This is an optimization exercise on Yosys and OpenROAD, whose aim is small area, not a production implementation. The RTL was checked by simulation tests, not by an equivalence proof against the original design. Power figures rest on the tool's default switching activity, not on a simulated workload.

Design Pong, start of the top module:
module Pong (
   output j01,
   output j02,
   output j03,
   output j04,
   output j05,
   output j06,
   input j13,
   input j14,
   input j15,
   input j16,
   input j17,
   input j18,
   input clk_in,
   input rst_n
);
Size in the first run: roughly 1400 cells after synthesis, about 14 I/O pins, roughly 9600 um^2 of cells after synthesis.
export LEC_CHECK = 0
export CAP_MARGIN = 20
export CORE_MARGIN = 2
export CORE_UTILIZATION = 70
export SLEW_MARGIN = 20
create_clock -name core_clock -period 10.0 [get_ports {clk_in}]
standard.sh (not shown) runs the stock make flow with config.mk's settings and CLKGATE_MAP_FILE= SYNTH_SCRIPT=/design/flow/synth_recipe.tcl, a recipe that flattens the netlist after the stock synthesis.
==> flow/flow/run.sh <==
#!/bin/bash
# Own layout flow: the standard synthesis, then the logic between the
# registers is re-mapped with a stronger ABC script (the registers, their
# names and cell types are kept), then the standard layout from the
# floorplan on. Each tool writes its output to a log file of its own.
set -euo pipefail
WORK=$(pwd)
FLOWDIR=$WORK/flow
R=$WORK/orfs/results/${FLOW_PLATFORM}/Pong/base
LIB=$FLOW_HOME/platforms/${FLOW_PLATFORM}/lib/sky130_fd_sc_hd__tt_025C_1v80.lib
# layout options (clock tree and port buffers)
source $FLOWDIR/opts.sh

# 1. standard synthesis
bash standard.sh synth > $WORK/log_1_synth.txt 2>&1
cp $R/1_2_yosys.v $WORK/1_2_yosys_standard.v

# 2. re-map the combinational logic (a few seeds of ABC's deepsyn, the
#    smallest result is kept)
python3 $FLOWDIR/genlogic.py $LIB $WORK/cells_logic.v > $WORK/log_2_genlogic.txt 2>&1
DONT_USE=$(grep -o 'cell *( *"\?sky130_fd_sc_hd__\(lpflow\|probe\)[a-z0-9_]*' $LIB | sed 's/.*(\s*"\?//' | sed 's/^/-dont_use /' | tr '\n' ' ')
for S in 1 2 3; do
  sed "s/@SEED@/$S/" $FLOWDIR/area.abc > $WORK/area_$S.abc
  cat > $WORK/reabc_$S.ys <<EOT
read_liberty -lib $LIB
read_verilog $WORK/cells_logic.v
read_verilog $WORK/1_2_yosys_standard.v
hierarchy -top $FLOW_TOP
rename -hide w:_* c:_*
flatten
techmap
opt -fast
abc -liberty $LIB $DONT_USE -script $WORK/area_$S.abc
read_liberty -lib -overwrite $LIB
opt_clean -purge
splitnets
opt_clean -purge
hilomap -singleton -hicell sky130_fd_sc_hd__conb_1 HI -locell sky130_fd_sc_hd__conb_1 LO
insbuf -buf sky130_fd_sc_hd__buf_4 A X
check -assert -mapped
tee -o $WORK/area_$S.txt stat -liberty $LIB
write_verilog -noattr -noexpr -nohex -nodec $WORK/reabc_$S.v
EOT
  yosys -s $WORK/reabc_$S.ys > $WORK/log_2_reabc_$S.txt 2>&1 &
done
wait
BEST=$(for S in 1 2 3; do
  if [[ -s $WORK/area_$S.txt && -s $WORK/reabc_$S.v ]]; then
    echo "$(grep 'Chip area' $WORK/area_$S.txt | awk '{print $NF}') $S"
  fi
done | sort -g | head -1 | awk '{print $2}')
echo "kept seed $BEST" > $WORK/log_2_choice.txt
cp $WORK/reabc_$BEST.v $R/1_2_yosys.v

# 3. standard layout from the synthesized netlist on
CTS_ARGS="$OPT_CTS_ARGS" BUFFER_PORTS_ARGS="$OPT_BUFFER_PORTS_ARGS" bash standard.sh finish > $WORK/log_3_layout.txt 2>&1
Other scripts of this flow, unchanged in this note and not shown: flow/flow/area.abc, flow/flow/genlogic.py, flow/flow/opts.sh
Then changed:
--- a/flow/design.v
+++ b/flow/design.v
@@ -104,22 +104,28 @@
 			if (gmv_end) gmv_flash <= ~gmv_flash;
 			if (flick_end) flick <= ~flick;
 		end
 	end
 end
 reg [15:0] rst_cnt;
-wire game_rst_n = &rst_cnt;
-wire gmv = rst_cnt[15];
+reg gmv_half;
+wire game_rst_n = ~|rst_cnt;
+wire gmv = gmv_half;
 reg [2:0] scrA, scrB;
 wire lossA = &scrA;
 wire lossB = &scrB;
+wire rst_fb = rst_cnt[15] ^ rst_cnt[14] ^ rst_cnt[12] ^ rst_cnt[3] ^ (rst_cnt[15] & ~|rst_cnt[14:0]);
 always @(posedge clk) begin
-	if (~rst_n || (game_rst_n && (lossA || lossB)))
-		rst_cnt <= 16'd0;
-	else if (~game_rst_n)
-		rst_cnt <= rst_cnt + 16'd1;
+	if (~rst_n || (game_rst_n && (lossA || lossB))) begin
+		rst_cnt <= 16'd1;
+		gmv_half <= 1'b0;
+	end else begin
+		rst_cnt <= {rst_cnt[14:0], rst_fb};
+		if (rst_cnt == 16'h7f99)
+			gmv_half <= 1'b1;
+	end
 end
 wire total_reset = j18 && game_rst_n;
 reg [9:0] x_ball;
 reg [7:0] yk;           
 reg x_dir, y_dir;
 reg xl_fast, xr_fast;   
What happened:
- die area fell slightly
- global-route usage grows by 0.81 points
- clock-buffer cell count does not change
- core utilization fell by 0.53 points
- total power came out higher slightly
- final area drops slightly
- setup slack improved by 0.31 ns
- via count is lower by a few percent

-- separate check: timing with driven ports --
In the flow no input, the clock included, has a driving cell. The finished layouts below were timed again as built, in two steps.
Step 1, drivers: a clkbuf_16 drives clk_in and a buf_2 each remaining input, both assumed.
Step 2, shift: input delay + t, output delay - t, t = (earliest + latest rising clock arrival at the registers) / 2. This alone moves slack from input paths to output paths.
Slacks: ideal / step 1 / step 2; pairs: ideal / step 1.
| run | t (ns) | slack for setup (ns) | hold slack, ns | worst setup path after step 2 |
|---|---|---|---|---|
| the first run | 0.491 | 4.768 / 4.768 / 4.768 | 0.465 / 0.465 / 0.465 | register to register |
| the second run | 0.499 | 5.081 / 5.092 / 4.599 | 0.446 / 0.446 / 0.446 | input to register |
After both steps every run listed still meets setup and hold. The setup slack of the second run, which loses most, moves by +0.011 ns with the drivers and by -0.482 ns with both steps.
